From an optimization exercise on the open Yosys and OpenROAD flow, aimed at small area, a short achievable clock period and few clock cycles; shortcuts taken in it are not production practice. Where RTL was checked, it was by simulation tests only, not by an equivalence proof against the original. For runs 2 and 4 to 6, only the layout was checked, not whether the RTL still works. Power is estimated from default activity; no workload was simulated.

==> flow/design.v <==
`timescale 1ps/1ps
module mux2 (
    sel,
    inp1,
    inp2,
    out
    );
    parameter n = 8;
    input sel;
    input [n-1:0]inp1, inp2;
    output [n-1:0]out;
    assign out = sel ? inp2 : inp1;
endmodule
`timescale 1ps/1ps
module register (
    clk,
    rst,
    ld,
    clr,
    inp,
    out
    );
    parameter n = 8;
    input clk,
    rst,
    ld,
    clr;
    input [n-1:0]inp;
    output reg [n-1:0]out;
    always @(posedge clk, posedge rst) begin
        if (rst) out <= {(n){1'b0}};
        else begin
            if(clr) out <= {(n){1'b0}};
            else if(ld) out <= inp;
            else out <= out;
        end
    end
endmodule
`timescale 1ps/1ps
module Concatenator (
    inp,
    concatPart,
    out
    );
    parameter NINP = 5;
    parameter NCONCATPART = 3;
    input [NINP-1:0]inp;
    input [NCONCATPART-1:0] concatPart;
    output [NCONCATPART+NINP-1:0]out;
    assign out = {concatPart, inp};
endmodule
`timescale 1ps/1ps
module ALU (
    inp1,
    inp2,
    func,
    out
    );
    parameter n = 8;
    input [n-1:0]inp1, inp2;
    input [1:0]func;
    output [n-1:0]out;
    parameter  ADD = 3'b00, SUB = 3'b01, 
               AND = 3'b10, NOT = 3'b11;
    assign out = (func == ADD) ? inp1 + inp2 :
                 (func == SUB) ? inp1 - inp2 :
                 (func == AND) ? inp1 & inp2 :
                 ~inp1;         
endmodule
`timescale 1ps/1ps
module Stack (
    d_in,
    clk,
    rst,
    push,
    pop,
    tos,
    d_out
    );
    parameter WORD = 8, LENGTH = 64, POINTERL = 6;
    input [WORD-1:0]d_in;
    input clk,
    rst,
    push,
    pop,
    tos;
    output reg [WORD-1:0]d_out;
    reg [WORD-1:0]st[LENGTH-1:0];
    reg [POINTERL-1:0]stackPointer;
    always @(posedge clk, posedge rst) begin
        if (rst) stackPointer <= {(POINTERL){1'b0}};
        else begin
            if(push) begin 
                stackPointer = stackPointer + 1;
                st[stackPointer] <= d_in;
            end
            else if(pop) begin 
                d_out <= st[stackPointer];
                stackPointer = stackPointer - 1;
            end
            else if(tos) begin 
                d_out <= st[stackPointer];
            end
            else d_out <= d_out;
        end
    end
endmodule
`timescale 1ps/1ps
module DP(
    clk,
    rst,
	IorD,
    memRead,
    memWrite,
    IRWrite,
    SrcA,
    SrcB,
    LdA,
    LdB,
    AluOP,
    PCWrite,
    PCSrc,
    tos,
    Push,
    Pop,
    PCWriteCond,
    MtoS,
	OPC,
    mem_addr,
    mem_rdata,
    mem_wdata
    );
    output [4:0] mem_addr;
    input [7:0] mem_rdata;
    output [7:0] mem_wdata;
    input clk,
    rst;
    output [2:0]OPC;
    input IorD,
    memRead,
    memWrite,
    IRWrite,
    SrcA,
    SrcB,
    LdA,
    LdB,
    PCWrite,
    PCSrc,
    tos,
    Push,
    Pop,
    PCWriteCond,
    MtoS;
    input [1:0] AluOP;
   	wire[4:0] pcIn, pcOut, add;
   	wire[7:0] data, IRreg, MDRreg, pcEx, dIn, dOut, Aout, Bout, Zout, Ain, Bin, alu, aluReg;
   	wire zero, pcLd;
   	mux2 #(5) m1 (
    .sel(PCSrc),
    .inp1(alu),
    .inp2(IRreg[4:0]),
    .out(pcIn)
    );
   	register #(5) PC (
    .clk(clk),
    .rst(rst),
    .ld(pcLd),
    .clr(1'b0),
    .inp(pcIn),
    .out(pcOut)
    );
   	mux2 #(5) m2 (
    .sel(IorD),
    .inp1(pcOut),
    .inp2(IRreg[4:0]),
    .out(add)
    );
    assign mem_addr = add;
    assign mem_wdata = Aout;
    assign data = mem_rdata;
    register #(8) IR (
    .clk(clk),
    .rst(rst),
    .ld(IRWrite),
    .clr(1'b0),
    .inp(data),
    .out(IRreg)
    );
    register #(8) MDR (
    .clk(clk),
    .rst(rst),
    .ld(1'b1),
    .clr(1'b0),
    .inp(data),
    .out(MDRreg)
    );
    mux2 #(8) m3 (
    .sel(MtoS),
    .inp1(aluReg),
    .inp2(MDRreg),
    .out(dIn)
    );
    Stack stack (
    .d_in(dIn),
    .clk(clk),
    .rst(rst),
    .push(Push),
    .pop(Pop),
    .tos(tos),
    .d_out(dOut)
    );
    register #(8) A (
    .clk(clk),
    .rst(rst),
    .ld(LdA),
    .clr(1'b0),
    .inp(dOut),
    .out(Aout)
    );
    register #(8) B (
    .clk(clk),
    .rst(rst),
    .ld(LdB),
    .clr(1'b0),
    .inp(dOut),
    .out(Bout)
    );
    register #(8) Z (
    .clk(clk),
    .rst(rst),
    .ld(1'b1),
    .clr(1'b0),
    .inp(dOut),
    .out(Zout)
    );
    mux2 #(8) m4 (
    .sel(SrcA),
    .inp1(Aout),
    .inp2(pcEx),
    .out(Ain)
    );
    mux2 #(8) m5 (
    .sel(SrcB),
    .inp1(Bout),
    .inp2(8'b00000001),
    .out(Bin)
    );
    ALU Alu (
    .inp1(Ain),
    .inp2(Bin),
    .func(AluOP),
    .out(alu)
    );
    register #(8) AluOut (
    .clk(clk),
    .rst(rst),
    .ld(1'b1),
    .clr(1'b0),
    .inp(alu),
    .out(aluReg)
    );
    Concatenator extend (
    .inp(pcOut),
    .concatPart(3'b000),
    .out(pcEx)
    );
    assign pcLd = (zero & PCWriteCond)| PCWrite;
    assign zero = (Zout == 8'b00000000)?1'b1:1'b0;
    assign OPC = IRreg[7:5];
    endmodule
`timescale 1ps/1ps
module CU(
    clk,
    rst,
    OPC,
    IorD,
    memRead,
    memWrite,
    IRWrite,
    SrcA,
    SrcB,
    LdA,
    LdB,
    AluOP,
    PCWrite,
    PCSrc,
    tos,
    Push,
    Pop,
    PCWriteCond,
    MtoS
    );
    input clk,
    rst;
    input [2:0]OPC;
    output reg IorD,
    memRead,
    memWrite,
    IRWrite,
    SrcA,
    SrcB,
    LdA,
    LdB,
    PCWrite,
    PCSrc,
    tos,
    Push,
    Pop,
    PCWriteCond,
    MtoS;
    output reg [1:0] AluOP;
    reg [3:0]ps, ns;
    parameter  ADD  = 2'b00 , PUSH = 3'b100,
               JMP  = 3'b110, NOT  = 3'b011,
               JZ   = 3'b111, POP  = 3'b101,
               ADDO = 3'b000, SUBO = 3'b001,
               ANDO = 3'b010;
    always @(posedge clk, posedge rst)begin
      if(rst) ps <= 4'b0;
      else ps <= ns;
    end
    always @(*) begin
        IorD = 0;
        memRead = 0;
        memWrite = 0;
        IRWrite = 0;
        SrcA = 0;
        SrcB = 0;
        LdA = 0;
        LdB = 0;
        AluOP = 0;
        PCWrite = 0;
        PCSrc = 0;
        tos = 0;
        Push = 0;
        Pop = 0;
        PCWriteCond = 0;
        MtoS = 0;
        case(ps)
        0:  begin
            IorD = 0;
            memRead = 1;
            IRWrite = 1;
            SrcA = 1;
            SrcB = 1;
            AluOP = ADD;
            PCWrite = 1;
            PCSrc = 0;
            tos = 1;
            end
        1:;
        2:  begin
            PCSrc = 1;
            PCWrite = 1;
            end
        3:  begin
            PCSrc = 1;
            PCWriteCond = 1;
            end
        4:  begin
            IorD = 1;
            memRead = 1;
            end
        5:  begin
            MtoS = 1;
            Push = 1;
            end
        6:  Pop = 1;
        7:  LdA = 1;
        8:  begin
            memWrite = 1;
            IorD = 1;
            end
        9:  begin
            AluOP = OPC[1:0];
            SrcA = 0;
            end
        10: Pop = 1;
        11: LdB = 1;
        12: begin
            AluOP = OPC[1:0];
            SrcA = 0;
            SrcB = 0;
            end
        13: begin
            MtoS = 0;
            Push = 1;
            end
        endcase
    end
    always @(*)begin
        case(ps)
        0: ns = 4'b0001; 
        1:  begin
            if (OPC == JMP) ns = 4'b0010; 
            else if (OPC == JZ) ns = 4'b0011; 
            else if (OPC == PUSH) ns = 4'b0100; 
            else if (OPC == POP || OPC == NOT || OPC == ADDO || OPC == ANDO || OPC == SUBO) ns = 4'b0110; 
            else ns = 4'b0001;
            end
        2: ns = 4'b0; 
        3: ns = 4'b0; 
        4: ns = 4'b0101; 
        5: ns = 4'b0; 
        6: ns = 4'b0111; 
        7:  begin
            if (OPC == POP) ns = 4'b1000; 
            else if (OPC == NOT) ns = 4'b1001; 
            else ns = 4'b1010; 
            end
        8: ns = 4'b0; 
        9: ns = 4'b1101; 
        10: ns = 4'b1011; 
        11: ns = 4'b1100; 
        12: ns = 4'b1101; 
        13: ns = 4'b0; 
        default:ns=4'b0;
        endcase
    end
endmodule
`timescale 1ps/1ps
module stackMultiCycle(
	clk,
	rst,
	mem_addr,
	mem_rdata,
	mem_wdata,
	mem_we);
input clk,rst;
output [4:0] mem_addr;
input [7:0] mem_rdata;
output [7:0] mem_wdata;
output mem_we;
wire IorD,
    memRead,
    memWrite,
    IRWrite,
    SrcA,
    SrcB,
    LdA,
    LdB,
    PCWrite,
    PCSrc,
    tos,
    Push,
    Pop,
    PCWriteCond,
    MtoS;
wire[2:0] OPC;
wire[1:0] AluOP;
	DP dp(
    clk,
    rst,
	IorD,
    memRead,
    memWrite,
    IRWrite,
    SrcA,
    SrcB,
    LdA,
    LdB,
    AluOP,
    PCWrite,
    PCSrc,
    tos,
    Push,
    Pop,
    PCWriteCond,
    MtoS,
	OPC,
    mem_addr,
    mem_rdata,
    mem_wdata
    );
    assign mem_we = memWrite;
    CU cu(
    clk,
    rst,
    OPC,
    IorD,
    memRead,
    memWrite,
    IRWrite,
    SrcA,
    SrcB,
    LdA,
    LdB,
    AluOP,
    PCWrite,
    PCSrc,
    tos,
    Push,
    Pop,
    PCWriteCond,
    MtoS
    );
    endmodule
==> flow/run.sh <==
#!/bin/bash
# synth_recipe.tcl (not shown) runs the flow's synth.tcl, then flattens the netlist and writes it again
# the make line also repeats each setting of config.mk as NAME=value (left out here)
make -C /OpenROAD-flow-scripts/flow DESIGN_CONFIG=/design/flow/config.mk WORK_HOME=/design/flow/orfs CLKGATE_MAP_FILE= SYNTH_SCRIPT=/design/flow/synth_recipe.tcl finish
==> flow/config.mk <==
export PLATFORM = sky130hd
export DESIGN_NAME = stackMultiCycle
export DESIGN_NICKNAME = stackMultiCycle
export VERILOG_FILES = /design/flow/design.v
export SDC_FILE = /design/flow/constraint.sdc
export NUM_CORES = 4
export LEC_CHECK = 0
export CAP_MARGIN = 20
export CORE_MARGIN = 2
export CORE_UTILIZATION = 40
export SLEW_MARGIN = 20
==> flow/constraint.sdc <==
create_clock -name core_clock -period 4.0 [get_ports {clk}]
set_input_delay 0.8000 -clock core_clock [delete_from_list [all_inputs] [get_ports {clk}]]
set_output_delay 0.8000 -clock core_clock [all_outputs]
set_load 0.01 [all_outputs]
==> results of run 1 <==
placed cells by master, fill, tap and decap left out, types with 32 or more instances in the layout:
cell type,synthesis,layout
nand2_1,135,135
edfxtp_1,520,520
a22oi_1,203,203
nor2_1,154,148
inv_1,35,34
dfrtp_1,63,63
buf_4,2,160
nand3_1,32,32
clkbuf_16,0,61
mux2_2,42,42
a21oi_1,33,33
metal layers:
metal  up-vias  GRT usage [%]  routed length, µm
met2      1242           42.9              38800
met1      8202           39.8              33500
met5         -              0                 14
li1       6672              -                  -
met3       264           7.59              11400
met4         2           17.1               5880
cell usage after synthesis, types with 7 or more instances:
cell type / count
inv_1: 35
nand2b_1: 7
a22oi_1: 203
a32oi_1: 10
edfxtp_1: 520
and3_1: 19
nor2b_1: 17
nand3_1: 32
nand3b_1: 9
nand4_1: 27
nor3_1: 21
dfrtp_1: 63
nor2_1: 154
a221oi_1: 7
o22ai_1: 8
mux2i_1: 16
o21ai_0: 30
clkbuf_1: 41
buf_2: 14
a21oi_1: 33
xnor2_1: 7
nor4_1: 16
a22o_1: 12
mux2_2: 42
ha_1: 21
nand2_1: 135
cell families after synthesis:
| kind of cell | synth area share [%] |
|---|---|
| flip-flops | 73.2 |
| multiplexers | 2.70 |
| AND/OR/NAND/NOR | 9.37 |
| AO/OA/AOI/OAI | 11.2 |
| adder cells (fa/ha/maj) | 1.29 |
| buffers and inverters | 1.74 |
| XOR/XNOR | 0.485 |
where the power goes:
group	internal, µW	leakage, µW	switching, µW
sequential	8140	0.00547	389
combinational	2390	0.00339	5070
clock	3360	0.000965	2350
total	13900	0.00982	7810
worst max-delay path by stage:
stage | start | end | slack [ns] | cells after the start
after detailed placement | dp.stack.stackPointer[0] | dp.stack.d_out[2] | -0.23 | 11
after CTS | dp.stack.stackPointer[0] | dp.stack.d_out[4] | 0.06 | 10
after global routing | dp.stack.stackPointer[0] | dp.stack.d_out[3] | 0.03 | 11
after global placement | dp.stack.stackPointer[0] | dp.stack.d_out[2] | -0.48 | 11
final | dp.stack.stackPointer[0] | dp.stack.d_out[1] | 0.08 | 11
after floorplan | rst | dp.stack.st[31][0] | 0.57 | 4
sequential cells by signal, summed over array words and instances (netlist names):
| name | cells |
|---|---|
| dp.stack.stackPointer | 6 |
| dp.AluOut.out | 8 |
| dp.stack.st | 512 |
| dp.Z.out | 8 |
| dp.stack.d_out | 8 |
| dp.MDR.out | 8 |
| dp.IR.out | 8 |
| dp.B.out | 8 |
| cu.ps | 4 |
| dp.A.out | 8 |
| dp.PC.out | 5 |
worst max-delay path: stages (launching register included):
cell,delay [ns]
dfrtp_1,0.47
inv_1,0.16
ha_1,0.35
nand3b_1,0.34
nor2_1,0.28
buf_4,0.24
a22oi_1,0.44
nand2_1,0.20
nor4_2,0.50
nand4_1,0.25
buf_4,0.20
mux2_2,0.25
area by class of cell:
| class | count | area (µm²) |
|---|---|---|
| fill | 5038 | 30100 |
| clock buffer | 75 | 1580 |
| multi-input combinational | 921 | 5940 |
| sequential | 583 | 17200 |
| timing repair buffer | 194 | 1650 |
| inverter | 36 | 135 |
| tap | 765 | 957 |
| clock inverter | 35 | 402 |
repair_timing:
item / CTS / global route
setup endpoints to repair: 2 / 2
resized for setup: 3 / 3
pin swaps: 0 / 0
hold endpoints to repair: 0 / 0
gates cloned: 0 / 0
through the flow:
stage | util [%] | total power [µW] | cell area [µm²]
2_1_floorplan | - | 12300 | 23500
3_3_place_gp | 44.6 | 15800 | 25800
3_5_place_dp | 44.6 | 15800 | 25800
4_1_cts | 48.1 | 21500 | 27800
5_1_grt | 48.1 | 22300 | 27900
6_report | 48.1 | 21700 | 27900
==> flow_metrics.env, run 1 <==
export IMPL_power_density_nw_per_um2=779
export IMPL_grt_total_usage_pct=29.4
export IMPL_whs_ns=0.438
export IMPL_grt_pass1_wl_um=122000
export IMPL_fmax_mhz=255
export IMPL_cts_tree="yes"
export IMPL_setup_ws_ns=0.0758
export IMPL_drive_above_1_share_pct=17.4
export IMPL_worstMarginPinSlew_ns=1.19
export IMPL_r2r_end="dp.stack.d_out[1]"
export IMPL_synth_nets=1637
export IMPL_required_ns=4.37
export IMPL_critPathArrivalTime_ns=4.30
export IMPL_num_antenna_cells=0
export IMPL_synth_cells=1604
export IMPL_irDropWorstVdd_uv=458
export IMPL_final_cells=2609
export IMPL_vias=16400
export IMPL_postCtsSetupBuffers=0
export IMPL_place_ws_ns=-0.232
export IMPL_synth_top_area_cell="edfxtp_1"
export IMPL_synth_cell_type_count=70
export IMPL_antenna_found_initial=1
export IMPL_antenna_left=0
export IMPL_hold_path_class="in -> async"
export IMPL_clk_latency_ns=0.63
export IMPL_fp_dieArea_um2=60700
export IMPL_synth_async_sr_flop_share_pct=10.8
export IMPL_cts_max_level=2
export IMPL_ys_seq_elements=583
export IMPL_synth_top_area_share_pct=66.5
export IMPL_drc_errors=0
export IMPL_maxSlewViolCount=0
export IMPL_seq_area_frac_synth_pct=73.2
export IMPL_gp_congestion=1.03
export IMPL_place_hpwl_um=62300
export IMPL_dieWidth_um=246
export IMPL_root_buffer="clkbuf_16"
export IMPL_regToRegSetupSlack_ns=0.08
export IMPL_holdBufCountCts=0
export IMPL_max_cap_viol_count=0
export IMPL_syn_area_um2=23500
export IMPL_start_util_pct=40.5
export IMPL_die_height_um=246
export IMPL_clock_sinks=583
export IMPL_final_period_utilization_pct=98.1
export IMPL_max_slew_margin_rel_pct=20.6
export IMPL_first_pass_iters=6
export IMPL_status="no timing/DRC/antenna violations"
export IMPL_wl_um=89500
export IMPL_cts_made_buffers=60
export IMPL_clockBufferDepth=3
export IMPL_rsz0062_at_grt="false"
export IMPL_hold_violations=0
export IMPL_drtIter0Drc=2899
export IMPL_reg2reg_depth=11
export IMPL_setup_viol=0
export IMPL_grt_start_max_net_pins=65
export IMPL_leakage_uw=0.00982
export IMPL_grt_overflow=0
export IMPL_synth_warnings=6
export IMPL_io_pins=24
export IMPL_ys_top_cells_by_area="edfxtp_1 66%, dfrtp_1 6.7%, a22oi_1 6.5%, nor2_1 2.5%, nand2_1 2.2%"
export IMPL_synth_edf_count=520
export IMPL_crit_path_max_fanout=7
export IMPL_fin_skew_ns=0.0144
export IMPL_rows=88
export IMPL_fin_crit_ns=3.92
export IMPL_dp_cells=2499
export IMPL_io_buffers=23
export IMPL_vias_per_cell=6.28
export IMPL_grt_pass1_vias=15500
export IMPL_areaGrowthSynthToFinish_pct=18.6
export IMPL_start_kind="flip-flop"
export IMPL_avgSynthCellArea_um2=14.6
export IMPL_tns_ns=0
export IMPL_wl_per_cell_um=34.3
export IMPL_clkTransAtPathRegs_ns=0.06
export IMPL_critPathCaptureType="flip-flop"
export IMPL_synth_flop_cell="edfxtp_1"
export IMPL_core_area_um2=57900
export IMPL_crit_type="reg -> reg"
export IMPL_fin_nets=1829
export IMPL_r2r_start="dp.stack.stackPointer[0]"
Testbench counts, summed over its fixed seeds: cycles 182,478.
==> run 2, diff against run 1 <==
==> flow/design.v (replaced) <==
`timescale 1ps/1ps
module ALU (
    input  [7:0] t,
    input  [7:0] n,
    input  [1:0] func,
    output [7:0] out
    );
    assign out = (func == 2'b00) ? t + n :
                 (func == 2'b01) ? t - n :
                 (func == 2'b10) ? t & n :
                 ~t;
endmodule
`timescale 1ps/1ps
module Stack #(parameter DEPTH = 61) (
    input            clk,
    input            rst,
    input            push,
    input            pop,
    input      [7:0] d_in,
    output     [7:0] d_out
    );
    reg [7:0] st [0:DEPTH-1];
    reg [5:0] ptr;
    integer i;
    always @(posedge clk, posedge rst) begin
        if (rst) ptr <= 6'd61;
        else if (push) ptr <= ptr + 6'd1;
        else if (pop) ptr <= ptr - 6'd1;
    end
    always @(posedge clk) begin
        for (i = 0; i < DEPTH; i = i + 1)
            if (push && ptr == ((i + 63) % 64)) st[i] <= d_in;
    end
    wire [7:0] l0 [0:63];
    wire [7:0] l1 [0:31];
    wire [7:0] l2 [0:15];
    wire [7:0] l3 [0:7];
    wire [7:0] l4 [0:3];
    wire [7:0] l5 [0:1];
    genvar g;
    generate
        for (g = 0; g < 64; g = g + 1) begin : rd0
            if (g < DEPTH) assign l0[g] = st[g];
            else assign l0[g] = 8'd0;
        end
        for (g = 0; g < 32; g = g + 1) begin : rd1
            assign l1[g] = ptr[0] ? l0[2*g+1] : l0[2*g];
        end
        for (g = 0; g < 16; g = g + 1) begin : rd2
            assign l2[g] = ptr[1] ? l1[2*g+1] : l1[2*g];
        end
        for (g = 0; g < 8; g = g + 1) begin : rd3
            assign l3[g] = ptr[2] ? l2[2*g+1] : l2[2*g];
        end
        for (g = 0; g < 4; g = g + 1) begin : rd4
            assign l4[g] = ptr[3] ? l3[2*g+1] : l3[2*g];
        end
        for (g = 0; g < 2; g = g + 1) begin : rd5
            assign l5[g] = ptr[4] ? l4[2*g+1] : l4[2*g];
        end
    endgenerate
    assign d_out = ptr[5] ? l5[1] : l5[0];
endmodule
`timescale 1ps/1ps
module stackMultiCycle(
	clk,
	rst,
	mem_addr,
	mem_rdata,
	mem_wdata,
	mem_we);
input clk,rst;
output [4:0] mem_addr;
input [7:0] mem_rdata;
output [7:0] mem_wdata;
output mem_we;
    reg  [4:0] pc;       
    reg  [7:0] ir;
    reg        ex;       
    reg  [7:0] t, n;     
    wire [2:0] op = ir[7:5];
    wire [4:0] a  = ir[4:0];
    wire is_alu  = ex & ~op[2] & ~(op[1] & op[0]);
    wire is_not  = ex & (op == 3'b011);
    wire is_push = ex & (op == 3'b100);
    wire is_pop  = ex & (op == 3'b101);
    wire is_jmp  = ex & (op == 3'b110);
    wire is_jz   = ex & (op == 3'b111);
    wire tz      = (t == 8'd0);
    wire data    = is_push | is_pop;
    wire sel_a   = data | is_jmp | (is_jz & tz);
    wire fetch   = ~data;
    assign mem_addr  = sel_a ? a : pc;
    assign mem_we    = is_pop;
    assign mem_wdata = t;
    wire [7:0] alu;
    ALU alu0 (.t(t), .n(n), .func(op[1:0]), .out(alu));
    wire [7:0] below;
    Stack stk (.clk(clk), .rst(rst), .push(is_push), .pop(is_pop | is_alu),
               .d_in(n), .d_out(below));
    always @(posedge clk, posedge rst) begin
        if (rst) begin
            pc <= 5'd0;
            ir <= 8'd0;
            ex <= 1'b0;
        end else begin
            ex <= fetch;
            if (fetch) begin
                ir <= mem_rdata;
                pc <= mem_addr + 5'd1;
            end
        end
    end
    always @(posedge clk) begin
        if (is_push) begin
            t <= mem_rdata;
            n <= t;
        end else if (is_pop | is_alu) begin
            t <= is_pop ? n : alu;
            n <= below;
        end else if (is_not) begin
            t <= alu;
        end
    end
endmodule
==> run 2 against run 1 <==
Against the previous run: combinational power down 15%; clock skew up 0.0089 ns; die area down 7.3%; count of clock-buffer cells in the layout down 6; sequential cell count down 59; utilization down 2.4 points; first-iteration DRC count down 64%; total power down 14%; still clean on timing, DRC and antenna; global-route usage down 11 points; sequential share of layout area up 1.9 points; critical endpoint is now mem_addr[0]; sequential power down 11%; final cell count down 21%.
==> flow_metrics.env, run 2 <==
export IMPL_fin_nets=1349
export IMPL_areaGrowthSynthToFinish_pct=13.2
export IMPL_postCtsSetupBuffers=0
export IMPL_ys_top_cells_by_area="edfxtp_1 70%, mux4_2 11%, nor2_1 1.8%, dfrtp_1 1.7%, nand2_1 1.6%"
export IMPL_cp_top_family="simple AND/OR/NAND/NOR gates"
export IMPL_io_pins=24
export IMPL_synth_nets=1271
export IMPL_drive_above_1_share_pct=20.1
export IMPL_clockBufferDepth=3
export IMPL_vias_per_cell=5.62
export IMPL_gp_congestion=0.843
export IMPL_start_kind="flip-flop"
export IMPL_grt_overflow=0
export IMPL_wl_met3_um=3250
export IMPL_path_buf_inv=1
export IMPL_synth_flop_cell="edfxtp_1"
export IMPL_crit_path_max_fanout=9
export IMPL_cts_tree="yes"
export IMPL_clkTransAtPathRegs_ns=0.06
export IMPL_first_pass_iters=5
export IMPL_grt_total_usage_pct=18.5
export IMPL_avgSynthCellArea_um2=17.6
export IMPL_ys_seq_elements=524
export IMPL_worstMarginPinSlew_ns=0.927
export IMPL_fmax_mhz=266
export IMPL_place_hpwl_um=32500
export IMPL_synth_async_sr_flop_share_pct=3.82
export IMPL_synthTopCellsByCount="504 x edfxtp_1, 104 x mux4_2, 104 x nor2_1"
export IMPL_seq_area_frac_synth_pct=72.0
export IMPL_cts_made_buffers=54
export IMPL_finish_instance_area_um2=24600
export IMPL_wl_per_cell_um=25.1
export IMPL_layout_commonest_cell="edfxtp_1"
export IMPL_top_layer="met5"
export IMPL_power_density_nw_per_um2=759
export IMPL_required_ns=3.20
export IMPL_syn_area_um2=21700
export IMPL_maxSlewViolCount=0
export IMPL_rows=85
export IMPL_path_cells="nor4_1 -> a21oi_1 -> nor2_2 -> mux2_2 -> clkdlybuf4s50_1"
export IMPL_dieWidth_um=237
export IMPL_regMostFlops="stk.st"
export IMPL_fin_crit_ns=3.76
export IMPL_drc_errors=0
export IMPL_fin_skew_ns=0.0234
export IMPL_cts_max_level=2
export IMPL_irDropWorstVdd_uv=388
export IMPL_setup_viol=0
export IMPL_die_height_um=237
export IMPL_placed_cell_area_um2=23000
export IMPL_critPathCaptureType="output pin"
export IMPL_leakage_uw=0.00796
export IMPL_wl_um=51500
export IMPL_max_cap_viol_count=0
export IMPL_final_period_utilization_pct=94.1
export IMPL_synth_cells=1237
export IMPL_cp_slowest_cell="edfxtp_1"
export IMPL_start_util_pct=40.4
export IMPL_hold_path_class="reg -> reg"
export IMPL_rsz0062_at_grt="false"
export IMPL_wl_met1_um=22900
export IMPL_vias=11500
export IMPL_drtIter0Drc=1040
export IMPL_tns_ns=0
export IMPL_clock_sinks=524
export IMPL_synth_top_area_share_pct=69.6
export IMPL_cts_resized=0
export IMPL_synth_edf_count=504
export IMPL_synth_most_common_cell="edfxtp_1"
export IMPL_hold_violations=0
export IMPL_clk_latency_ns=0.60
export IMPL_fp_dieArea_um2=56200
export IMPL_crit_type="reg -> out"
export IMPL_critPathArrivalTime_ns=2.96
export IMPL_core_area_um2=53800
export IMPL_root_buffer="clkbuf_16"
export IMPL_status="no timing/DRC/antenna violations"
export IMPL_final_cell_mix="504 x edfxtp_1, 104 x nor2_1, 104 x mux4_2, 94 x nand2_1, 58 x buf_4"
export IMPL_grt_start_max_net_pins=64
export IMPL_fin_util_pct=45.7
export IMPL_grt_pass1_vias=11600
export IMPL_num_antenna_cells=0
export IMPL_largest_register_ffs=488
export IMPL_synth_warnings=3
export IMPL_antenna_left=0
export IMPL_antenna_found_initial=2
export IMPL_io_buffers=23
export IMPL_synth_top_area_cell="edfxtp_1"
export IMPL_critPathMaxStageDelay_ns=0.48
export IMPL_route_met2_wl_um=23900
export IMPL_grt_pass1_wl_um=77100
export IMPL_holdBufCountCts=0
export IMPL_max_slew_margin_rel_pct=38.1
export IMPL_synth_cell_type_count=63
[run 2: changes by cell type in the layout (fill, tap and decap cells not counted), sizes merged, moves of 18 or more]
cell | before | now
mux2 | 42 | 17
dfrtp | 63 | 15
nor2 | 154 | 106
and3 | 20 | 2
nand2 | 135 | 94
mux4 | 0 | 107
buf | 171 | 62
nand4 | 27 | 5
a22oi | 203 | 19
[run 2: through the flow]
step                      total power (µW)  hold slack [ns]  std cells  setup slack [ns]
final                                18700            0.472       2053             0.236
after global routing                 19500            0.507       2053            0.0195
after CTS                            18800            0.477       2053             0.180
after detailed placement             14100            0.463       1955             0.829
after global placement               14000            0.461       1955             0.878
after floorplan                      11900            0.433       1237             0.882
[run 2: cells by family after synthesis]
group | after synthesis | share of synthesized area (%)
flip-flops | 524 | 72.0
AND/OR/NAND/NOR | 290 | 5.95
multiplexers | 157 | 13.5
AO/OA/AOI/OAI | 141 | 4.29
buffers and inverters | 86 | 2.22
adder cells (fa/ha/maj) | 24 | 1.45
XOR/XNOR | 15 | 0.604
[run 2: area by class of cell]
cell class | count | area (µm²)
inverter | 23 | 86.3
clock buffer | 69 | 1450
timing repair buffer | 85 | 746
sequential | 524 | 15600
clock inverter | 29 | 200
multi-input combinational | 627 | 5620
fill | 4585 | 29200
tap | 696 | 871
[run 2: path summary, 6_finish.rpt]
path                       start  depth (start not counted)  slack [ns]             to
max                         t[5]                          5        0.24    mem_addr[0]
min                        ir[4]                          2        0.47          ir[4]
max reg2reg                ir[5]                          4        0.95  stk.st[59][2]
min reg2reg                ir[4]                          2        0.47          ir[4]
max in group asynchronous    rst                          2        2.60     stk.ptr[1]
min in group asynchronous    rst                          2        0.73          pc[0]
[run 2: layer usage]
layer | vias to the layer above | GRT usage [%]
met5 | - | 0
met4 | 4 | 5.97
met3 | 85 | 3.02
met2 | 433 | 28.6
met1 | 5951 | 26.9
li1 | 5069 | -
[run 2: worst reg2reg max path: cells and delay by family (launching register included)]
| family | cells | cell delay, ns |
|---|---|---|
| and+or+nand+nor | 4 | 2.28 |
| DFF | 1 | 0.38 |
[run 2: where the power goes]
group	switching, µW	total (µW)	internal (µW)
Combinational	3930	6380	2450
Sequential	418	7550	7140
Clock	2060	4740	2680
Total	6410	18700	12300
==> run 3, diff against run 2 <==
--- a/flow/design.v
+++ b/flow/design.v
@@ -18,5 +18,5 @@
     input            pop,
     input      [7:0] d_in,
-    output     [7:0] d_out
+    output reg [7:0] d_out
     );
     reg [7:0] st [0:DEPTH-1];
@@ -32,33 +32,9 @@
             if (push && ptr == ((i + 63) % 64)) st[i] <= d_in;
     end
-    wire [7:0] l0 [0:63];
-    wire [7:0] l1 [0:31];
-    wire [7:0] l2 [0:15];
-    wire [7:0] l3 [0:7];
-    wire [7:0] l4 [0:3];
-    wire [7:0] l5 [0:1];
-    genvar g;
-    generate
-        for (g = 0; g < 64; g = g + 1) begin : rd0
-            if (g < DEPTH) assign l0[g] = st[g];
-            else assign l0[g] = 8'd0;
-        end
-        for (g = 0; g < 32; g = g + 1) begin : rd1
-            assign l1[g] = ptr[0] ? l0[2*g+1] : l0[2*g];
-        end
-        for (g = 0; g < 16; g = g + 1) begin : rd2
-            assign l2[g] = ptr[1] ? l1[2*g+1] : l1[2*g];
-        end
-        for (g = 0; g < 8; g = g + 1) begin : rd3
-            assign l3[g] = ptr[2] ? l2[2*g+1] : l2[2*g];
-        end
-        for (g = 0; g < 4; g = g + 1) begin : rd4
-            assign l4[g] = ptr[3] ? l3[2*g+1] : l3[2*g];
-        end
-        for (g = 0; g < 2; g = g + 1) begin : rd5
-            assign l5[g] = ptr[4] ? l4[2*g+1] : l4[2*g];
-        end
-    endgenerate
-    assign d_out = ptr[5] ? l5[1] : l5[0];
+    always @(*) begin
+        d_out = 8'd0;
+        for (i = 0; i < DEPTH; i = i + 1)
+            if (ptr == i) d_out = st[i];
+    end
 endmodule
 `timescale 1ps/1ps
==> run 3 against run 2 <==
Against the previous run: now fails the layout checks on setup timing; combinational power up 18%; register-to-register slack got worse by 1.0 ns; clock power increased by 3%; final cell count is 36% higher; clock skew grew 0.0027 ns; critical path depth is 5 higher; sequential cell count is the same; fmax shrank 7.3%; largest power group is now combinational cells.
==> flow_metrics.env, run 3 <==
export IMPL_p_total_uw=20000
export IMPL_antenna_left=0
export IMPL_first_pass_iters=6
export IMPL_place_hpwl_um=52700
export IMPL_grt_pass1_vias=16900
export IMPL_crit_type="reg -> reg"
export IMPL_drive_above_1_share_pct=14.8
export IMPL_synth_cell_type_count=100
export IMPL_drtIter0Drc=2429
export IMPL_critical_path_cell_count=10
export IMPL_power_switching_uw=7510
export IMPL_largest_register_ffs=488
export IMPL_dieWidth_um=247
export IMPL_rows=89
export IMPL_fmax_mhz=246
export IMPL_endpoint="n[0]"
export IMPL_die_height_um=247
export IMPL_regToRegSetupSlack_ns=-0.06
export IMPL_synth_flop_cell="edfxtp_1"
export IMPL_clkTransAtPathRegs_ns=0.07
export IMPL_synth_cells=1848
export IMPL_ys_top_cells_by_area="edfxtp_1 64%, nor2_1 3.7%, nand2_1 2.6%, a21oi_1 2.1%, a221oi_1 1.7%"
export IMPL_reg2reg_depth=10
export IMPL_max_cap_viol_count=0
export IMPL_io_pins=24
export IMPL_cts_tree="yes"
export IMPL_irDropWorstVdd_uv=492
export IMPL_synth_edf_count=504
export IMPL_fin_util_pct=46.2
export IMPL_maxSlewViolCount=0
export IMPL_synth_most_common_cell="edfxtp_1"
export IMPL_fin_crit_ns=4.06
export IMPL_critPathCaptureType="flip-flop"
export IMPL_critPathArrivalTime_ns=4.52
export IMPL_antenna_found_initial=1
export IMPL_start_util_pct=40.3
export IMPL_grt_start_max_net_pins=63
export IMPL_r2r_end="n[0]"
export IMPL_cts_made_buffers=54
export IMPL_postCtsSetupBuffers=0
export IMPL_synthTopCellsByCount="504 x edfxtp_1, 231 x nor2_1, 167 x nand2_1"
export IMPL_vias=17500
export IMPL_grt_pass1_wl_um=114000
export IMPL_hold_start="ir[0]"
export IMPL_cts_max_level=2
export IMPL_start_kind="flip-flop"
export IMPL_seqPwrFrac_pct=37.7
export IMPL_core_area_um2=58800
export IMPL_p_sw_share_pct=37.6
export IMPL_root_buffer="clkbuf_16"
export IMPL_hold_path_class="reg -> reg"
export IMPL_critPathLaunch="stk.ptr[0]"
export IMPL_combPwrFrac_pct=37.8
export IMPL_path_cells="ha_2 -> buf_4 -> and3b_1 -> nand2_2 -> nand2_1 -> o22ai_1 -> or4_1 -> nor4_1 -> o211ai_1 -> a31oi_1"
export IMPL_p_int_uw=12500
export IMPL_fillers=5263
export IMPL_clock_sinks=524
export IMPL_regMostFlops="stk.st"
export IMPL_max_slew_margin_rel_pct=32.3
export IMPL_checkFailReasons="setup timing"
export IMPL_leakage_uw=0.00916
export IMPL_setup_ws_ns=-0.0604
export IMPL_seq_area_frac_synth_pct=66.1
export IMPL_avgSynthCellArea_um2=12.8
export IMPL_final_cell_mix="504 x edfxtp_1, 231 x nor2_1, 167 x nand2_1, 141 x buf_4, 98 x a21oi_1"
export IMPL_synth_nets=1881
export IMPL_wl_per_cell_um=27.4
export IMPL_final_period_utilization_pct=102
export IMPL_crit_path_max_fanout=13
export IMPL_grt_total_usage_pct=25.1
export IMPL_status="failed layout checks"
export IMPL_critPathMaxStageDelay_ns=0.67
export IMPL_r2r_start="stk.ptr[0]"
export IMPL_holdBufCountCts=0
export IMPL_synth_top_area_cell="edfxtp_1"
export IMPL_layout_commonest_cell="edfxtp_1"
export IMPL_clk_latency_ns=0.62
export IMPL_synth_warnings=3
export IMPL_worstMarginPinSlew_ns=1.01
export IMPL_clockBufferDepth=3
export IMPL_hold_violations=0
export IMPL_io_buffers=23
export IMPL_areaGrowthSynthToFinish_pct=14.8
export IMPL_wl_um=76800
export IMPL_fp_dieArea_um2=61200
export IMPL_dp_cells=2703
export IMPL_gp_congestion=0.933
export IMPL_whs_ns=0.470
export IMPL_grt_overflow=0
export IMPL_fin_nets=2019
export IMPL_clockPowerShare_pct=24.5
export IMPL_ys_seq_elements=524
export IMPL_fin_skew_ns=0.0260
export IMPL_vias_per_cell=6.26
export IMPL_cp_top_family="simple AND/OR/NAND/NOR gates"
export IMPL_synth_async_sr_flop_share_pct=3.82
export IMPL_required_ns=4.46
export IMPL_setup_viol=2
export IMPL_cp_slowest_cell="nor4_1"
export IMPL_synth_top_area_share_pct=63.9
export IMPL_drc_errors=0
export IMPL_final_cells=2799
export IMPL_power_density_nw_per_um2=734
export IMPL_path_buf_inv=1
export IMPL_num_antenna_cells=0
export IMPL_syn_area_um2=23700
## run 3: cell count changes after synthesis, sizes merged, moves of 29 or more
cell    before  now
nor2       106  243
mux4       107    4
nand2       94  180
a21oi       32   99
o22ai       11   59
o21ai       25   72
a221oi       6   49
nor3        14   51
mux2i       33    4
nand3       25   54
## run 3: final cells by class
type                       instances  area, µm²  area share [%]
timing repair buffer             167       1350            4.96
multi-input combinational       1215       7460            27.4
clock inverter                    31        272           0.999
clock buffer                      65       1410            5.20
tap                              773        967            3.56
sequential                       524      15600            57.5
inverter                          24       90.1           0.331
## run 3: metal layers
layer | share of wire, % | track usage, % | vias up
met2 | 46 | 39.4 | 1118
met3 | 9.8 | 4.11 | 188
met5 | 0.012 | 0 | -
met1 | 41 | 35.2 | 8668
li1 | - | - | 7559
met4 | 3.8 | 9.03 | 2
## run 3: power by group through the flow
stage               Sequential (µW)  Combinational (µW)  Clock (µW)
floorplan                      7830                3970           0
global placement               7610                7330           0
detailed placement             7630                7410           0
CTS                            7510                7430        4950
global route                   7550                7970        5180
finish                         7520                7540        4900
## run 3: what timing repair did
item | CTS | global route
endpoints found under the setup margin | 3 | 4
endpoints found under the hold margin | 0 | 0
gates resized for setup | 3 | 2
## run 3: worst reg2reg max path, delay by kind of cell (launching register included)
family                   cells  cell delay, ns
adder cells (fa/ha/maj)      1            0.42
AO/OA/AOI/OAI                3            0.68
AND/OR/NAND/NOR              5            1.97
flip-flops                   1            0.59
buffers and inverters        1            0.25
## run 3: cell families (layout without fill, tap and decap cells)
logic type	count (synthesis)	after routing	synth area share [%]
buffers and inverters	109	287	2.49
flip-flops	524	524	66.1
XOR/XNOR	20	20	0.740
AND/OR/NAND/NOR	668	668	14.0
multiplexers	13	13	0.787
adder cells (fa/ha/maj)	23	23	1.28
AO/OA/AOI/OAI	491	491	14.6
## run 3: how the worst min path moves through the flow
| stage | to | slack [ns] | cells after the start |
|---|---|---|---|
| floorplan | ir[0] | 0.43 | 2 |
| global placement | pc[1] | 0.45 | 2 |
| detailed placement | ir[0] | 0.46 | 2 |
| CTS | ir[0] | 0.47 | 2 |
| global route | ir[1] | 0.51 | 2 |
| finish | ir[0] | 0.47 | 2 |
## run 3: stage by stage
| stage | area [µm²] | setup TNS, ns | setup WS [ns] |
|---|---|---|---|
| detailed placement | 25500 | -0.0495 | -0.0371 |
| global placement | 25500 | -0.0423 | -0.0423 |
| floorplan | 23700 | 0 | 0.765 |
| CTS | 27200 | 0 | 0.0180 |
| finish | 27200 | -0.0842 | -0.0604 |
| global route | 27200 | -0.0359 | -0.0359 |
Testbench counts of run 3, summed over its fixed seeds: cycles 61,910.
==> run 4, diff against run 3 <==
--- a/flow/design.v
+++ b/flow/design.v
@@ -14,27 +14,20 @@
 module Stack #(parameter DEPTH = 61) (
     input            clk,
-    input            rst,
     input            push,
     input            pop,
     input      [7:0] d_in,
-    output reg [7:0] d_out
+    output     [7:0] d_out
     );
     reg [7:0] st [0:DEPTH-1];
-    reg [5:0] ptr;
     integer i;
-    always @(posedge clk, posedge rst) begin
-        if (rst) ptr <= 6'd61;
-        else if (push) ptr <= ptr + 6'd1;
-        else if (pop) ptr <= ptr - 6'd1;
+    always @(posedge clk) begin
+        if (push) begin
+            st[0] <= d_in;
+            for (i = 1; i < DEPTH; i = i + 1) st[i] <= st[i-1];
+        end else if (pop) begin
+            for (i = 0; i < DEPTH-1; i = i + 1) st[i] <= st[i+1];
+        end
     end
-    always @(posedge clk) begin
-        for (i = 0; i < DEPTH; i = i + 1)
-            if (push && ptr == ((i + 63) % 64)) st[i] <= d_in;
-    end
-    always @(*) begin
-        d_out = 8'd0;
-        for (i = 0; i < DEPTH; i = i + 1)
-            if (ptr == i) d_out = st[i];
-    end
+    assign d_out = st[0];
 endmodule
 `timescale 1ps/1ps
@@ -73,20 +66,17 @@
     ALU alu0 (.t(t), .n(n), .func(op[1:0]), .out(alu));
     wire [7:0] below;
-    Stack stk (.clk(clk), .rst(rst), .push(is_push), .pop(is_pop | is_alu),
+    Stack stk (.clk(clk), .push(is_push), .pop(is_pop | is_alu),
                .d_in(n), .d_out(below));
     always @(posedge clk, posedge rst) begin
         if (rst) begin
             pc <= 5'd0;
-            ir <= 8'd0;
             ex <= 1'b0;
         end else begin
             ex <= fetch;
-            if (fetch) begin
-                ir <= mem_rdata;
-                pc <= mem_addr + 5'd1;
-            end
+            if (fetch) pc <= mem_addr + 5'd1;
         end
     end
     always @(posedge clk) begin
+        if (fetch) ir <= mem_rdata;
         if (is_push) begin
             t <= mem_rdata;
==> run 4 against run 3 <==
Against the previous run: the run now finishes clean; wire length decreased by 50%; synthesized cell count is 24% higher; critical path depth fell by 5; largest power group is now registers; worst setup slack improved by 0.29 ns; largest cell class unchanged; count of clock-buffer cells in the layout grew 3; sequential cell count down 6; critical path type is now reg -> out; sequential power grew 5.1%; clock skew decreased by 0.0081 ns; via count decreased by 16%; global-route usage fell by 12 points.
==> flow_metrics.env, run 4 <==
export IMPL_clockPowerShare_pct=31.8
export IMPL_avgSynthCellArea_um2=9.98
export IMPL_grt_pass1_vias=14300
export IMPL_crit_path_max_fanout=15
export IMPL_wl_per_cell_um=12.5
export IMPL_irDropWorstVdd_uv=303
export IMPL_combPwrFrac_pct=14.5
export IMPL_clk_latency_ns=0.59
export IMPL_p_sw_share_pct=26.6
export IMPL_critPathMaxStageDelay_ns=0.48
export IMPL_dieWidth_um=243
export IMPL_setup_viol=0
export IMPL_fin_skew_ns=0.0179
export IMPL_postCtsSetupBuffers=0
export IMPL_synth_flop_cell="edfxtp_1"
export IMPL_clockBufferDepth=3
export IMPL_io_buffers=23
export IMPL_clkTransAtPathRegs_ns=0.06
export IMPL_synth_top_area_share_pct=67.4
export IMPL_cts_made_buffers=55
export IMPL_place_hpwl_um=21400
export IMPL_r2r_end="stk.st[28][3]"
export IMPL_start_kind="flip-flop"
export IMPL_whs_ns=0.434
export IMPL_ys_seq_elements=518
export IMPL_crit_type="reg -> out"
export IMPL_fillers=5326
export IMPL_synth_most_common_cell="nand2_1"
export IMPL_seq_area_um2=15500
export IMPL_holdBufCountCts=0
export IMPL_vias=14800
export IMPL_regMostFlops="stk.st"
export IMPL_fmax_mhz=265
export IMPL_synth_nets=2315
export IMPL_synth_cell_type_count=53
export IMPL_fin_crit_ns=3.77
export IMPL_multi_input_area_um2=6710
export IMPL_critical_path_cell_count=5
export IMPL_maxSlewViolCount=0
export IMPL_leakage_uw=0.0108
export IMPL_grt_total_usage_pct=13.0
export IMPL_syn_area_um2=22800
export IMPL_worstMarginPinSlew_ns=1.18
export IMPL_power_density_nw_per_um2=581
export IMPL_synth_cells=2286
export IMPL_cp_top_family="simple AND/OR/NAND/NOR gates"
export IMPL_ys_top_cells_by_area="edfxtp_1 67%, nand2_1 24%, buf_2 1.5%, ha_1 0.93%, clkbuf_1 0.66%"
export IMPL_required_ns=3.20
export IMPL_finish_instance_area_um2=25400
export IMPL_synth_top_area_cell="edfxtp_1"
export IMPL_drtIter0Drc=1326
export IMPL_wl_um=38400
export IMPL_synth_edf_count=512
export IMPL_vias_per_cell=4.83
export IMPL_seqPwrFrac_pct=53.7
export IMPL_cts_resized=0
export IMPL_grt_start_max_net_pins=244
export IMPL_core_area_um2=56400
export IMPL_power_switching_uw=3920
export IMPL_antenna_left=0
export IMPL_start_util_pct=40.5
export IMPL_antenna_found_initial=0
export IMPL_hold_path_class="in -> async"
export IMPL_hold_violations=0
export IMPL_reg2reg_depth=7
export IMPL_cts_tree="yes"
export IMPL_areaGrowthSynthToFinish_pct=11.2
export IMPL_placed_cell_area_um2=23700
export IMPL_critPathArrivalTime_ns=2.97
export IMPL_num_antenna_cells=0
export IMPL_drive_above_1_share_pct=4.63
export IMPL_regToRegSetupSlack_ns=0.88
export IMPL_path_buf_inv=1
export IMPL_layout_commonest_cell="nand2_1"
export IMPL_cp_slowest_cell="edfxtp_1"
export IMPL_gp_congestion=0.825
export IMPL_synth_async_sr_flop_share_pct=1.16
export IMPL_die_height_um=243
export IMPL_path_cells="nor4_1 -> nand2_1 -> a31oi_4 -> mux2_2 -> clkdlybuf4s50_1"
export IMPL_synth_warnings=3
export IMPL_r2r_start="ir[6]"
export IMPL_rsz0062_at_grt="false"
export IMPL_final_period_utilization_pct=94.2
export IMPL_largest_register_ffs=488
export IMPL_critPathCaptureType="output pin"
export IMPL_status="no timing/DRC/antenna violations"
export IMPL_drc_errors=0
export IMPL_root_buffer="clkbuf_16"
export IMPL_final_cell_mix="1,464 x nand2_1, 512 x edfxtp_1, 55 x clkbuf_16, 30 x o21ai_0, 23 x clkdlybuf4s50_1"
export IMPL_grt_overflow=0
export IMPL_rows=87
export IMPL_cts_max_level=2
export IMPL_p_int_uw=10800
export IMPL_grt_pass1_wl_um=66100
export IMPL_fin_nets=2296
export IMPL_max_slew_margin_rel_pct=21.4
export IMPL_fp_dieArea_um2=59000
export IMPL_io_pins=24
export IMPL_p_total_uw=14700
export IMPL_clock_sinks=518
export IMPL_max_cap_viol_count=0
export IMPL_first_pass_iters=5
export IMPL_synthTopCellsByCount="1,465 x nand2_1, 512 x edfxtp_1, 68 x buf_2"
export IMPL_seq_area_frac_synth_pct=68.0
[run 4: changes by cell type after synthesis, sizes merged, moves of 20 or more]
cell,previous run,this run
a21oi,99,20
a221oi,49,2
a22oi,22,2
buf,53,77
nand2,180,1466
nand3,54,6
nor2,243,20
nor3,51,4
o21ai,72,30
o221ai,24,1
o22ai,59,0
[run 4: metrics by stage]
stage                     worst slack, ns  utilization (%)  TNS (ns)  instances
after floorplan                     -5.60                -  -2733.29       2286
after global placement              0.875             42.1         0       2966
final                               0.233             45.0         0       3066
after global routing               0.0769             45.0         0       3066
after detailed placement            0.873             42.1         0       2966
after CTS                           0.196             45.0         0       3066
[run 4: worst max-delay path by stage]
stage               slack (ns)  start          end
floorplan                -5.60  ir[5]         n[0]
global placement          0.88   t[5]  mem_addr[1]
detailed placement        0.87   t[5]  mem_addr[1]
CTS                       0.20   t[5]  mem_addr[1]
global route              0.08   t[5]  mem_addr[0]
finish                    0.23   t[5]  mem_addr[1]
[run 4: cell type report]
type | count | share of cell area, %
Clock buffer | 68 | 5.62
Clock inverter | 32 | 0.834
Inverter | 21 | 0.340
Multi-Input combinational cell | 1629 | 26.5
Sequential cell | 518 | 61.2
Tap cell | 756 | 3.73
Timing Repair Buffer | 42 | 1.83
[run 4: logic make-up (layout without fill, tap and decap cells)]
family	count (synthesis)	count (layout)	share of synthesized area (%)
AO/OA/AOI/OAI	85	85	2.38
XOR/XNOR	6	6	0.230
adder cells (fa/ha/maj)	19	19	1.11
buffers and inverters	139	163	2.68
flip-flops	518	518	68.0
multiplexers	10	10	0.461
AND/OR/NAND/NOR	1509	1509	25.1
[run 4: power by group through the flow]
stage	logic (µW)	registers, µW	clock network (µW)
finish	2140	7900	4690
global route	2480	8030	5050
CTS	2190	7900	4840
detailed placement	2180	8000	0
global placement	2110	7970	0
floorplan	1640	8040	0
[run 4: layer usage]
| layer | share of wire, % | wire, µm | global-route usage (%) |
|---|---|---|---|
| met5 | 0 | 0 | 0 |
| met4 | 2.5 | 964 | 4.73 |
| met3 | 3.3 | 1260 | 2.13 |
| met2 | 46 | 17600 | 21.5 |
| met1 | 48 | 18600 | 17.2 |
==> run 5, diff against run 4 <==
==> flow/design.v (replaced) <==
`timescale 1ps/1ps
module Stack #(parameter DEPTH = 62) (
    input            clk,
    input            hold,
    input            push,
    input            pop,
    input      [7:0] d_in,
    output     [7:0] d_out
    );
    reg  [7:0] e [0:DEPTH-1];
    wire [7:0] h = {8{hold}}, u = {8{push}}, p = {8{pop}};
    integer i;
    always @(posedge clk) begin
        e[0] <= (h & e[0]) | (u & d_in) | (p & e[1]);
        for (i = 1; i < DEPTH-1; i = i + 1)
            e[i] <= (h & e[i]) | (u & e[i-1]) | (p & e[i+1]);
        e[DEPTH-1] <= (h & e[DEPTH-1]) | (u & e[DEPTH-2]);
    end
    assign d_out = e[0];
endmodule
`timescale 1ps/1ps
module stackMultiCycle(
	clk,
	rst,
	mem_addr,
	mem_rdata,
	mem_wdata,
	mem_we);
input clk,rst;
output [4:0] mem_addr;
input [7:0] mem_rdata;
output [7:0] mem_wdata;
output mem_we;
    reg  [4:0] addr;     
    reg  [4:0] pc;       
    reg        we;       
    reg  [4:0] ja;       
    reg  [7:0] t;        
    reg dcyc;            
    reg d_push;          
    reg x_add, x_sub, x_and, x_not, x_jz;    
    reg s_hold, s_push, s_pop;               
    assign mem_addr  = addr;
    assign mem_we    = we;
    assign mem_wdata = t;
    wire [7:0] n;
    Stack stk (.clk(clk), .hold(s_hold), .push(s_push), .pop(s_pop),
               .d_in(t), .d_out(n));
    wire [2:0] op = mem_rdata[7:5];
    wire       taken = x_jz & (t == 8'd0);
    wire       fetch = ~dcyc & ~taken;           
    wire       i_alu  = ~op[2] & ~(op[1] & op[0]);
    wire       i_push = op == 3'b100;
    wire       i_pop  = op == 3'b101;
    wire       i_jmp  = op == 3'b110;
    wire       i_mem  = i_push | i_pop;
    wire [4:0] seq = addr + 5'd1;
    always @(posedge clk, posedge rst) begin
        if (rst) begin
            addr   <= 5'd0;
            pc     <= 5'd0;
            we     <= 1'b0;
            dcyc   <= 1'b0;
            d_push <= 1'b0;
            x_add  <= 1'b0;
            x_sub  <= 1'b0;
            x_and  <= 1'b0;
            x_not  <= 1'b0;
            x_jz   <= 1'b0;
            s_hold <= 1'b1;
            s_push <= 1'b0;
            s_pop  <= 1'b0;
        end else begin
            if (~dcyc) pc <= seq;
            if (dcyc) addr <= pc;
            else if (taken) addr <= ja;
            else if (i_mem | i_jmp) addr <= mem_rdata[4:0];
            else addr <= seq;
            we     <= fetch & i_pop;
            dcyc   <= fetch & i_mem;
            d_push <= fetch & i_push;
            x_add  <= fetch & (op == 3'b000);
            x_sub  <= fetch & (op == 3'b001);
            x_and  <= fetch & (op == 3'b010);
            x_not  <= fetch & (op == 3'b011);
            x_jz   <= fetch & (op == 3'b111);
            s_push <= fetch & i_push;
            s_pop  <= fetch & (i_pop | i_alu);
            s_hold <= ~(fetch & (i_push | i_pop | i_alu));
        end
    end
    always @(posedge clk) begin
        if (fetch) ja <= mem_rdata[4:0];
    end
    wire [7:0] sum  = t + n;
    wire [7:0] diff = t - n;
    wire       t_keep = ~(dcyc | x_add | x_sub | x_and | x_not);
    wire       d_pop  = dcyc & ~d_push;
    always @(posedge clk) begin
        t <= ({8{t_keep}} & t)
           | ({8{d_push}} & mem_rdata)
           | ({8{d_pop}}  & n)
           | ({8{x_add}}  & sum)
           | ({8{x_sub}}  & diff)
           | ({8{x_and}}  & (t & n))
           | ({8{x_not}}  & ~t);
    end
endmodule
==> run 5 against run 4 <==
Against the previous run: critical path depth is 4 lower; critical path type unchanged; final area is 14% lower; die area is 14% lower; sequential cell count is 11 higher; combinational power is 45% lower; highest routed layer unchanged; largest cell class unchanged; fmax is 42% higher; final cell count is 20% lower; worst setup slack better by 1.1 ns.
==> flow_metrics.env, run 5 <==
export IMPL_status="no timing/DRC/antenna violations"
export IMPL_io_pins=24
export IMPL_cts_resized=0
export IMPL_crit_type="reg -> out"
export IMPL_ys_seq_elements=529
export IMPL_multi_input_area_um2=6220
export IMPL_core_area_um2=48600
export IMPL_reg_largest_list="stk.e x496, t x8"
export IMPL_synth_most_common_cell="inv_1"
export IMPL_largest_register_ffs=496
export IMPL_fin_skew_ns=0.0227
export IMPL_rsz0062_at_grt="false"
export IMPL_fin_crit_ns=2.65
export IMPL_drc_errors=0
export IMPL_cts_max_level=2
export IMPL_p_total_uw=11700
export IMPL_start_util_pct=40.3
export IMPL_seq_area_um2=10800
export IMPL_r2r_end="t[6]"
export IMPL_die_height_um=225
export IMPL_r2r_start="t[0]"
export IMPL_synth_top_area_cell="dfxtp_1"
export IMPL_cp_slowest_cell="dfxtp_1"
export IMPL_final_period_utilization_pct=66.2
export IMPL_fin_nets=1825
export IMPL_synth_cells=1879
export IMPL_synth_top_area_share_pct=51.5
export IMPL_crit_path_max_fanout=9
export IMPL_dp_cells=2364
export IMPL_worstMarginPinSlew_ns=1.05
export IMPL_holdBufCountCts=0
export IMPL_hold_path_class="reg -> reg"
export IMPL_critPathMaxStageDelay_ns=0.63
export IMPL_drtIter0Drc=2953
export IMPL_cts_tree="yes"
export IMPL_critPathLaunch="t[1]"
export IMPL_synth_flop_cell="dfxtp_1"
export IMPL_layout_commonest_cell="inv_1"
export IMPL_setup_viol=0
export IMPL_io_buffers=23
export IMPL_required_ns=3.20
export IMPL_leakage_uw=0.0116
export IMPL_antenna_left=0
export IMPL_synthTopCellsByCount="508 x inv_1, 504 x dfxtp_1, 497 x a222oi_1"
export IMPL_grt_overflow=0
export IMPL_finish_instance_area_um2=21900
export IMPL_reg2reg_depth=9
export IMPL_drive_above_1_share_pct=6.09
export IMPL_max_slew_margin_rel_pct=30.2
export IMPL_irDropWorstVdd_uv=295
export IMPL_syn_area_um2=19600
export IMPL_synth_cell_type_count=51
export IMPL_grt_total_usage_pct=13.5
export IMPL_hold_violations=0
export IMPL_rows=81
export IMPL_regMostFlops="stk.e"
export IMPL_seq_area_frac_synth_pct=54.8
export IMPL_clk_latency_ns=0.59
export IMPL_gp_congestion=0.790
export IMPL_num_antenna_cells=0
export IMPL_ys_top_cells_by_area="dfxtp_1 51%, a222oi_1 25%, inv_1 9.7%, dfrtp_1 2.4%, clkbuf_1 2.3%"
export IMPL_root_buffer="clkbuf_16"
export IMPL_maxSlewViolCount=0
export IMPL_synth_nets=1907
export IMPL_fillers=4597
export IMPL_path_buf_inv=1
export IMPL_wl_per_cell_um=14.5
export IMPL_postCtsSetupBuffers=0
export IMPL_grt_pass1_wl_um=60100
export IMPL_vias=14700
export IMPL_vias_per_cell=5.97
export IMPL_synth_async_sr_flop_share_pct=3.78
export IMPL_tns_ns=0
export IMPL_avgSynthCellArea_um2=10.4
export IMPL_synth_warnings=3
export IMPL_antenna_found_initial=0
export IMPL_dieWidth_um=225
export IMPL_fmax_mhz=378
export IMPL_whs_path_depth=2
export IMPL_cp_top_family="flip-flops"
export IMPL_power_density_nw_per_um2=537
export IMPL_place_hpwl_um=19800
export IMPL_clockBufferDepth=3
export IMPL_grt_start_max_net_pins=144
export IMPL_regToRegSetupSlack_ns=1.86
export IMPL_critPathCaptureType="output pin"
export IMPL_final_cell_mix="508 x inv_1, 504 x dfxtp_1, 497 x a222oi_1, 53 x clkbuf_16, 23 x clkdlybuf4s50_1"
export IMPL_areaGrowthSynthToFinish_pct=11.6
export IMPL_clkTransAtPathRegs_ns=0.06
export IMPL_endpoint="mem_wdata[1]"
export IMPL_critPathArrivalTime_ns=1.85
export IMPL_critical_path_cell_count=1
export IMPL_wl_um=35600
export IMPL_start_kind="flip-flop"
export IMPL_first_pass_iters=17
export IMPL_placed_cell_area_um2=20100
export IMPL_cts_made_buffers=53
export IMPL_fp_dieArea_um2=50800
export IMPL_synth_edf_count=5
export IMPL_path_cells="clkdlybuf4s50_1"
export IMPL_max_cap_viol_count=0
export IMPL_final_cells=2461
export IMPL_clock_sinks=529
export IMPL_grt_pass1_vias=13200
run 5: worst min path at each step:
| stage | from | end | slack (ns) |
|---|---|---|---|
| 2_1_floorplan | pc[1] | addr[1] | 0.43 |
| 3_3_place_gp | pc[1] | addr[1] | 0.45 |
| 3_5_place_dp | pc[1] | addr[1] | 0.45 |
| 4_1_cts | pc[1] | addr[1] | 0.46 |
| 5_1_grt | stk.e[61][6] | stk.e[61][6] | 0.50 |
| 6_report | pc[1] | addr[1] | 0.46 |
run 5: area by class of cell:
| cell class | instances | share of cell area (%) |
|---|---|---|
| clock buffer | 81 | 7.18 |
| inverter | 510 | 8.75 |
| clock inverter | 16 | 0.938 |
| sequential | 529 | 49.1 |
| timing repair buffer | 39 | 2.00 |
| tap | 622 | 3.56 |
| multi-input combinational | 664 | 28.4 |
run 5: worst register-to-register path, stage by stage (launching register included):
cell	delay [ns]
dfxtp_1	0.39
inv_1	0.11
ha_1	0.16
inv_1	0.05
fa_1	0.41
a21o_1	0.22
a21oi_1	0.26
a21oi_1	0.15
mux2i_1	0.16
o211ai_1	0.10
run 5: cell families after synthesis:
group,count (synthesis),share of synthesized area [%]
AOI/OAI and AO/OA,550,27.4
xor gates and xnor gates,11,0.491
adders and majority gates,18,1.23
buffers and inverters,686,13.5
DFF,529,54.8
muxes,11,0.568
and+or+nand+nor,74,2.07
run 5: metal layers:
metal | share of wire (%) | global-route usage (%) | vias up | wire, µm
met1 | 47 | 17.2 | 7229 | 16700
met2 | 46 | 22.8 | 373 | 16200
met4 | 2.0 | 3.93 | 0 | 722
li1 | - | - | 7030 | -
met5 | 0 | 0 | - | 0
met3 | 5.5 | 2.92 | 53 | 1950
run 5: report_power, final:
group          switching, µW  leakage (µW)  internal (µW)
Combinational            716       0.00637            461
Sequential               224       0.00435           5390
Clock                   1990      0.000877           2960
run 5: metrics by stage:
stage	hold slack, ns	utilization, %	setup WS [ns]
2_1_floorplan	0.427	-	2.10
3_3_place_gp	0.447	41.3	1.43
6_report	0.458	45.0	1.35
3_5_place_dp	0.449	41.3	1.44
4_1_cts	0.462	45.0	1.30
5_1_grt	0.496	45.0	1.23
==> run 6, diff against run 5 <==
--- a/flow/config.mk
+++ b/flow/config.mk
@@ -8,4 +8,5 @@
 export CAP_MARGIN = 20
 export CORE_MARGIN = 2
-export CORE_UTILIZATION = 40
+export CORE_UTILIZATION = 60
+export SETUP_SLACK_MARGIN = 2.0
 export SLEW_MARGIN = 20
==> run 6 against run 5 <==
Against the previous run: still clean on timing, DRC and antenna; utilization is 23 points higher; sequential power is 1% lower; via count rose by 1.3%; sequential cell count stayed put; critical endpoint is now stk.e[51][6].
==> flow_metrics.env, run 6 <==
export IMPL_critPathMaxStageDelay_ns=0.59
export IMPL_hold_path_class="reg -> reg"
export IMPL_gp_congestion=0.813
export IMPL_max_cap_viol_count=0
export IMPL_leakage_uw=0.0117
export IMPL_synth_top_area_share_pct=51.5
export IMPL_rows=66
export IMPL_synth_most_common_cell="inv_1"
export IMPL_start_kind="flip-flop"
export IMPL_ys_top_cells_by_area="dfxtp_1 51%, a222oi_1 25%, inv_1 9.7%, dfrtp_1 2.4%, clkbuf_1 2.3%"
export IMPL_first_pass_iters=14
export IMPL_drive_above_1_share_pct=9.39
export IMPL_antenna_found_initial=0
export IMPL_io_buffers=23
export IMPL_synth_cell_type_count=51
export IMPL_required_ns=4.44
export IMPL_cts_made_buffers=53
export IMPL_grt_start_max_net_pins=260
export IMPL_synth_xor_area_share_pct=0.491
export IMPL_synth_edf_count=5
export IMPL_rsz0062_at_grt="true"
export IMPL_clkTransAtPathRegs_ns=0.06
export IMPL_power_density_nw_per_um2=535
export IMPL_holdBufCountCts=0
export IMPL_avgSynthCellArea_um2=10.4
export IMPL_final_period_utilization_pct=49.2
export IMPL_reg_largest_list="stk.e x496, t x8"
export IMPL_regMostFlops="stk.e"
export IMPL_synth_top_area_cell="dfxtp_1"
export IMPL_crit_type="reg -> reg"
export IMPL_yosys_area_share_adder_pct=1.23
export IMPL_yosys_area_share_simple_pct=2.07
export IMPL_maxSlewViolCount=0
export IMPL_start_util_pct=60.6
export IMPL_synthMuxAreaShare_pct=0.568
export IMPL_synth_top_family_by_area="compound AO/OA/AOI/OAI gates"
export IMPL_fmax_mhz=509
export IMPL_dieWidth_um=185
export IMPL_fin_crit_ns=1.97
export IMPL_areaGrowthSynthToFinish_pct=11.7
export IMPL_place_hpwl_um=19000
export IMPL_cts_max_level=2
export IMPL_synth_compound_area_share_pct=27.4
export IMPL_vias=14900
export IMPL_whs_ns=0.454
export IMPL_critPathArrivalTime_ns=2.41
export IMPL_synth_cells=1879
export IMPL_worstMarginPinSlew_ns=1.05
export IMPL_num_antenna_cells=0
export IMPL_drc_errors=0
export IMPL_wl_per_cell_um=16.3
export IMPL_grt_pass1_wl_um=61600
export IMPL_ys_seq_elements=529
export IMPL_tns_ns=0
export IMPL_antenna_left=0
export IMPL_largest_register_ffs=496
export IMPL_seq_area_frac_synth_pct=54.8
export IMPL_fp_dieArea_um2=34100
export IMPL_cts_tree="yes"
export IMPL_grt_pass1_vias=13100
export IMPL_fin_skew_ns=0.0208
export IMPL_clockBufferDepth=3
export IMPL_layout_commonest_cell="inv_1"
export IMPL_io_pins=24
export IMPL_final_cell_mix="507 x inv_1, 497 x a222oi_1, 493 x dfxtp_1, 53 x clkbuf_16, 32 x buf_4"
export IMPL_critPathCaptureType="flip-flop"
export IMPL_irDropWorstVdd_uv=390
export IMPL_clock_sinks=529
export IMPL_path_cells="buf_16 -> a222oi_1 -> inv_1"
export IMPL_grt_total_usage_pct=21.1
export IMPL_root_buffer="clkbuf_16"
export IMPL_synth_warnings=3
export IMPL_dp_cells=2184
export IMPL_max_slew_margin_rel_pct=30.1
export IMPL_crit_path_max_fanout=259
export IMPL_core_area_um2=32400
export IMPL_wl_um=37600
export IMPL_setup_viol=0
export IMPL_clk_latency_ns=0.58
export IMPL_hold_violations=0
export IMPL_die_height_um=185
export IMPL_vias_per_cell=6.46
export IMPL_syn_area_um2=19600
export IMPL_status="no timing/DRC/antenna violations"
export IMPL_synth_nets=1907
export IMPL_final_cells=2305
export IMPL_synthTopCellsByCount="508 x inv_1, 504 x dfxtp_1, 497 x a222oi_1"
export IMPL_synth_flop_cell="dfxtp_1"
export IMPL_fin_nets=1854
export IMPL_synth_async_sr_flop_share_pct=3.78
export IMPL_grt_overflow=0
export IMPL_cp_slowest_cell="dfrtp_4"
export IMPL_drtIter0Drc=2858
[run 6: cell counts after synthesis]
Identical to the previous run, type by type.
[run 6: cell type report]
type,count,area (µm²)
flip-flops and latches,529,10800
inverters,510,1910
clock inverters,11,104
fillers,2595,10500
clock buffers,81,1570
multi-input cells,664,6260
repair buffers,68,706
well taps,442,553
[run 6: worst max-delay path, delay by kind of cell, from the launching register on]
kind	cells	cell delay (ns)
compound gates	1	0.57
flops	1	0.59
buf+inv	2	0.40
[run 6: worst paths after layout]
check,start,endpoint,slack [ns],cells after the start
hold / removal,pc[1],addr[1],0.45,2
max in group asynchronous,rst,s_pop,2.76,2
setup / recovery,d_push,stk.e[51][6],2.03,3
setup reg to reg,d_push,stk.e[51][6],2.03,3
hold reg to reg,pc[1],addr[1],0.45,2
min in group asynchronous,rst,addr[4],0.66,2
[run 6: power breakdown]
part	internal, µW	switching [µW]
Sequential	5420	138
Combinational	552	889
Clock	2760	1950
[run 6: logic make-up (layout without fill, tap and decap cells)]
| kind of cell | count (synthesis) | after routing |
|---|---|---|
| adders and majority gates | 18 | 18 |
| DFF | 529 | 529 |
| buffers and inverters | 686 | 670 |
| xor gates and xnor gates | 11 | 11 |
| AOI/OAI and AO/OA | 550 | 550 |
| and+or+nand+nor | 74 | 74 |
| muxes | 11 | 11 |
[run 6: timing repair]
item / in CTS / in global routing
pin swaps: 0 / 3
setup buffers: 19 / 10
gates resized for setup: 68 / 16
setup endpoints to repair: 466 / 43
[run 6: metrics by stage]
step                      util [%]  total power, µW  cell area, µm²  worst slack (ns)
final                         67.6            11700           21900              2.03
after global routing          67.6            12200           21900              1.95
after CTS                     67.3            11800           21800              1.96
after detailed placement      61.4             6910           19900              1.49
after global placement        61.4             6900           19900              1.51
after floorplan                  -             6560           19600              2.10
[run 6: per-layer routing]
layer | routed length [µm] | track usage, % | vias up
li1 | - | - | 7089
met1 | 17400 | 28.8 | 7278
met2 | 17200 | 34.5 | 449
met3 | 2150 | 3.38 | 67
met4 | 821 | 6.41 | 0
met5 | 0 | 0 | -

static timing again, ports no longer ideal:
The flow's constraints put no driver on any port. The routed layouts listed below were extracted and timed again, unchanged, in two steps. Step 1 sets driving cells, clkbuf_16 on the clock port and buf_2 on the other inputs (assumed; they add their load-dependent delay and slew). Step 2 adds t to the input delays and takes it off the output delays; t is the mean of the earliest and latest rising clock arrival at the registers after step 1. Input paths then give back, and output paths get back, about the clock's delay inside the block. a / b / c = no drivers / after step 1 / after step 2; a / b = the first two.
run	shift t [ns]	slack for setup (ns)	hold WS [ns]	latest minus earliest clock arrival (ns)
run 1	0.675	0.076 / 0.076 / 0.076	0.438 / 0.412 / 0.461	0.015 / 0.016
run 2	0.648	0.236 / 0.178 / 0.826	0.472 / 0.472 / 0.472	0.024 / 0.024
run 3	0.669	-0.060 / -0.060 / -0.060	0.470 / 0.470 / 0.470	0.026 / 0.026
run 4	0.640	0.233 / 0.177 / 0.817	0.434 / 0.401 / 0.459	0.018 / 0.018
run 5	0.641	1.351 / 1.294 / 1.405	0.458 / 0.458 / 0.458	0.029 / 0.029
run 6	0.629	2.034 / 1.992 / 1.508	0.454 / 0.454 / 0.454	0.026 / 0.026
For run 6, which loses most, drivers alone change the setup slack by -0.042 ns; drivers and shift together by -0.526 ns.
